What follows belongs to an exercise in optimizing a design on an open flow for small area, a short achievable clock period and few clock cycles; a production flow would make more cautious choices. Only the layout flow was run in this run; the RTL was not checked for function there.

### config.mk
export PLATFORM = sky130hd
export DESIGN_NAME = divider
export DESIGN_NICKNAME = divider
export VERILOG_FILES = /design/flow/design.v
export SDC_FILE = /design/flow/constraint.sdc
export NUM_CORES = 4
export LEC_CHECK = 0
export CAP_MARGIN = 20
export CORE_MARGIN = 2
export CORE_UTILIZATION = 40
export PLACE_DENSITY = 0.6
export SETUP_SLACK_MARGIN = 2
export SLEW_MARGIN = 20
### constraint.sdc
create_clock -name core_clock -period 8.0 [get_ports {clk}]
set_input_delay 1.6000 -clock core_clock [delete_from_list [all_inputs] [get_ports {clk}]]
set_output_delay 1.6000 -clock core_clock [all_outputs]
set_load 0.01 [all_outputs]
### design.v
module divider(
	input wire [31:0] dividend,
	input wire [31:0] divisor,
	input clk,
	input rst,
	input start,
	output wire [31:0] quotient,
	output wire [31:0] remainder,
	output wire busy,
	output wire done
);
	reg [31:0] q;
	reg [33:0] r;         
	reg [32:0] d;
	reg [3:0] cnt;
	reg running;
	reg done_r;
	reg fix;              
	assign quotient = q;
	assign remainder = r[31:0];
	assign busy = running;
	assign done = done_r;
	function [5:0] lzc;
		input [31:0] x;
		reg [15:0] v1; reg [15:0] c1;
		reg [7:0] v2; reg [15:0] c2;
		reg [3:0] v3; reg [11:0] c3;
		reg [1:0] v4; reg [7:0] c4;
		reg v5; reg [4:0] c5;
		integer k;
		begin
			for (k = 0; k < 16; k = k + 1) begin
				v1[k] = x[2*k+1] | x[2*k];
				c1[k] = ~x[2*k+1];
			end
			for (k = 0; k < 8; k = k + 1) begin
				v2[k] = v1[2*k+1] | v1[2*k];
				c2[2*k+:2] = v1[2*k+1] ? {1'b0, c1[2*k+1]} : {1'b1, c1[2*k]};
			end
			for (k = 0; k < 4; k = k + 1) begin
				v3[k] = v2[2*k+1] | v2[2*k];
				c3[3*k+:3] = v2[2*k+1] ? {1'b0, c2[4*k+2+:2]} : {1'b1, c2[4*k+:2]};
			end
			for (k = 0; k < 2; k = k + 1) begin
				v4[k] = v3[2*k+1] | v3[2*k];
				c4[4*k+:4] = v3[2*k+1] ? {1'b0, c3[6*k+3+:3]} : {1'b1, c3[6*k+:3]};
			end
			v5 = v4[1] | v4[0];
			c5 = v4[1] ? {1'b0, c4[7:4]} : {1'b1, c4[3:0]};
			lzc = v5 ? {1'b0, c5} : 6'd32;
		end
	endfunction
	wire [5:0] za = lzc(dividend);
	wire [5:0] zb = lzc(divisor);
	wire b_zero = (divisor == 32'd0);
	wire a_less = (za > zb);              
	wire [4:0] sh = zb[4:0] - za[4:0];    
	wire [32:0] s0 = {divisor, 1'b0};
	wire [32:0] s1 = sh[1] ? {s0[30:0], 2'b0} : s0;
	wire [32:0] s2 = sh[2] ? {s1[28:0], 4'b0} : s1;
	wire [32:0] s3 = sh[3] ? {s2[24:0], 8'b0} : s2;
	wire [32:0] s4 = sh[4] ? {s3[16:0], 16'b0} : s3;
	wire [32:0] h = d >> 1;
	wire n0 = r[33];
	wire [33:0] op1 = (fix ? 34'd0 : {1'b0, d}) ^ {34{~n0}};
	wire [34:0] sum1 = {r, 1'b1} + {op1, ~n0};
	wire [33:0] r1 = sum1[34:1];
	wire n1 = r1[33];
	wire [33:0] op2 = {1'b0, h} ^ {34{~n1}};
	wire [34:0] sum2 = {r1, 1'b1} + {op2, ~n1};
	wire [33:0] r2 = sum2[34:1];
	wire n2 = r2[33];
	always @(posedge clk) begin
		if (rst) begin
			running <= 1'b0;
			done_r <= 1'b0;
			fix <= 1'b0;
		end
		else if (!running) begin
			if (start) begin
				r <= {2'b0, dividend};
				d <= s4;
				cnt <= sh[4:1];
				q <= {32{b_zero}};
				running <= ~(b_zero | a_less);
				done_r <= b_zero | a_less;
			end
		end
		else if (fix) begin
			r <= r2;
			fix <= 1'b0;
			running <= 1'b0;
			done_r <= 1'b1;
		end
		else begin
			r <= r2;
			q <= {q[29:0], ~n1, ~n2};
			cnt <= cnt - 4'd1;
			if (cnt == 4'd0) begin
				if (n2)
					fix <= 1'b1;
				else begin
					running <= 1'b0;
					done_r <= 1'b1;
				end
			end
			else
				d <= d >> 2;
		end
	end
endmodule
### flow/run.sh
#!/bin/bash
set -euo pipefail
export BUFFER_PORTS_ARGS="-buffer_cell sky130_fd_sc_hd__buf_1"
bash standard.sh > standard_flow.log 2>&1
### standard.sh
#!/bin/bash
# synth_recipe.tcl (not shown) runs the flow's synth.tcl, then flattens the netlist and writes it again
# the make line also repeats each setting of config.mk as NAME=value (left out here)
make -C /OpenROAD-flow-scripts/flow DESIGN_CONFIG=/design/flow/config.mk WORK_HOME=/design/flow/orfs CLKGATE_MAP_FILE= SYNTH_SCRIPT=/design/flow/synth_recipe.tcl "${@:-finish}"
==> reports/results.txt <==
Worst-Margin Slew -> 0.8679 ns
worst min-delay path class -> reg2reg
clock tree from TritonCTS -> built
die area -> 29,000 sq um
post-route setup TNS -> 0 ns
instance count of the mapped netlist -> 1,290
number of placed instances with taps included -> 1,688
number of register bits inferred by synthesis -> 106
starting density of the core -> 40.93%
number of enable-type register cells in the synthesized netlist -> 103
share of final-layout standard cells stronger than drive strength 1 -> 8.636%
CTS Root Buffer Type -> clkbuf_16
most frequent cell on the critical path -> inv_1
post-placement cell area -> 11,690 sq um
total of warnings raised by yosys -> 1
finished layout cell area -> 12,330 sq um
portion of the clock cycle consumed by the worst path in the final layout -> 72.53%
# IOs -> 133
number of antenna diodes -> 0
worst flop-to-flop path endpoint -> r[26]$_DFFE_PP_
setup slack of the most critical reg-to-reg path -> 2.23 ns
post-synthesis cell type with the largest combined area -> edfxtp_1
post-detail-place hpwl -> 26.51 mm
dominant delay contributor by cell family on the critical path -> adder cells
area share of the largest cell type after synthesis -> 27.96%
CP Cell Sequence -> buf_1 -> or4_1 -> nor4b_1 -> buf_4 -> nand2_1 -> a31oi_4 -> inv_1 -> o21a_1 -> inv_1 -> ha_1 -> inv_1 -> fa_4 -> mux2i_1 -> mux2i_1 -> a211oi_1
Syn Area/Cell -> 8.575 sq um
Core Area -> 27,030 sq um
CP Max Fanout -> 37
detailed-route wire length per cell -> 19.56 um
count of hold buffers inserted by post-cts repair -> 0
clock network latency to the later pin of the worst-skew pair -> 0.37 ns
maximum cell stage delay along the critical path -> 1.13 ns
critical path buffer and inverter count -> 5
headroom to the max-slew limit -> 41.73%
kind of end point of the critical path -> register
violation count after the first detailed-routing iteration -> 946
register area -> 3161 sq um
setup skew after layout -> 0.01555 ns
Post-Syn Area -> 11,060 sq um
drt pass-1 iters -> 5
RSZ-0062 raised after global routing -> true
top post-synthesis cells by area -> edfxtp_1, ha_1, xnor2_1
Final Instance Count excl. Fillers -> 1,719
required time worst endpoint -> 8.15 ns
logic depth of the worst register-to-register path -> 26
Worst Hold Endpoint -> done_r$_SDFFE_PP0P_
CTS max path bufs -> 2
total global-route track usage -> 22.72%
share of synthesized flip-flops with an asynchronous set or reset -> 0%
number of standard-cell rows in the floorplan -> 60
core occupancy in the finished layout -> 45.63%
GRT Residual Overflow -> 0
Max-cap violations -> 0
Max Clock Freq -> 0.1723 GHz
max-slew violation count -> 0
critical path data arrival time -> 5.96 ns
DRC Markers -> 0
post-detailed-route via-to-cell ratio -> 5.713
Synth top cells by count -> nand2_1, a21oi_1, xnor2_1, edfxtp_1, nor2_1
footprint of the multi-input gates -> 7422 sq um
Fin Hold WS -> 0.5408 ns
worst r2r src -> r[33]$_SDFFCE_PN0P_
die span in x -> 170.3 um
most frequent cell after synthesis -> nand2_1
Clock transition at path regs -> 0.08 ns
remaining antenna violation count after routing -> 0
number of buffers created by CTS -> 9
Place WS -> 1.538 ns
final worst path period need -> 5.802 ns
final number of setup-violating endpoints -> 0
result of the run -> finished clean
launching element type of the critical path -> primary input
sequential-to-total area share from yosys stat -> 28.50%
total via count in the routed design -> 9,821
die height -> 170.3 um
Layout Area Growth over Synthesis -> 11.49%
first-pass GRT wire length -> 51.29 mm
count of port buffers added during placement -> 132
worst hold path stage count -> 2
# fillers -> 2,701
start point of the worst hold path -> done_r$_SDFFE_PP0P_
htree depth -> 3
count of different cell masters after synthesis -> 83
hold violation count in the final report -> 0
count of clock tree sinks -> 106
worst setup path category -> in2reg
post-synth net total -> 1,436
maximum number of pins on one net before global-route repair -> 78
Final nets -> 1,519
Routed Wire Length -> 33.62 mm
number of global-route vias before repair -> 9,247
minimum setup slack in the final design -> 2.198 ns
antenna violations before repair -> 0
final weighted congestion of routability-driven global placement -> 0.9347
critical path's slowest cell -> fa_4
Top FF cell, synth -> edfxtp_1
-- state kept, by name (all words and copies together), names as in the netlist --
register  count
fix           1
running       1
q            32
r            34
d            33
done_r        1
cnt           4
-- worst min-delay path: cells and delay by family (launching register included) --
family	cells	cell delay, ns
flip-flops	1	0.35
AO/OA/AOI/OAI	1	0.10
AND/OR/NAND/NOR	1	0.07
-- cell usage in the layout (no fill, tap or decap), types with 9 or more instances in the layout --
master / instances
clkbuf_16: 10
o21bai_1: 17
nor2_1: 91
xnor2_1: 103
nand2_1: 127
nor4_1: 14
xor2_1: 27
and3_1: 10
edfxtp_1: 103
ha_1: 74
o21ai_0: 76
buf_1: 132
a21oi_1: 109
nor3_1: 14
nor2b_1: 39
mux2i_1: 50
nand4_1: 11
a21o_1: 62
and2_1: 9
mux2_2: 20
buf_4: 23
nand3_1: 30
nand2b_1: 13
inv_1: 50
-- worst max path at each step --
stage	cells after the start	to	from	slack, ns
2_1_floorplan	17	d[31]$_SDFFCE_PP0P_	dividend[23]	2.17
3_3_place_gp	22	d[29]$_DFFE_PP_	dividend[23]	1.56
3_5_place_dp	22	d[29]$_DFFE_PP_	dividend[23]	1.54
4_1_cts	22	d[29]$_DFFE_PP_	dividend[23]	2.04
5_1_grt	16	d[28]$_DFFE_PP_	dividend[23]	1.96
6_report	15	d[31]$_SDFFCE_PP0P_	dividend[23]	2.20
-- cell families after synthesis --
group	share of synthesized area, %
AND/OR/NAND/NOR	17.09
AO/OA/AOI/OAI	22.19
buffers and inverters	6.017
XOR/XNOR	10.45
flip-flops	28.50
adder cells (fa/ha/maj)	9.004
multiplexers	6.741
-- routing by layer --
metal	share of wire (%)	track usage, %
met5	0	0
met3	5.0	2.442
met2	46	36.92
met1	47	31.87
met4	2.5	6.652
-- area by class of cell --
cell class	count	area share, %
clock inverter	7	0.7000
multi-input combinational	1043	60.18
sequential	106	25.63
inverter	51	1.552
tap	341	3.459
clock buffer	9	1.826
timing repair buffer	162	6.655
-- timing repair --
| item | 4_1_cts | 5_1_grt |
|---|---|---|
| endpoints found under the setup margin | 22 | 28 |
| gates cloned | 0 | 1 |
| hold endpoints to repair | 0 | 0 |
| pin swaps | 0 | 4 |
| buffers inserted | 4 | 8 |
| gates resized for setup | 4 | 29 |

port drivers added, routing unchanged:
The results above use ideal ports. As a check the final layout listed here was re-extracted and re-timed, cells and wires unchanged.
Step 1 sets driving cells, clkbuf_16 on the clock port and buf_2 on the other inputs (assumed; they add their load-dependent delay and slew).
Step 2 moves the port delays by t, midway between the first and last clock arrival at a register: inputs arrive t later, outputs are due t later. That takes back most of the time a late clock gives input paths.
a / b / c = ideal / step 1 / step 2; a / b = the first two.
t, ns: 0.407
setup slack, ns: 2.198 / 2.223 / 1.816
worst setup path at the end: input to register
worst data-port slew with drivers (ns): 0.04
cell pins on the clock port's net: 1
After both steps setup and hold are still met in this run. For this run, drivers alone change the setup slack by +0.025 ns; drivers and shift together by -0.382 ns.
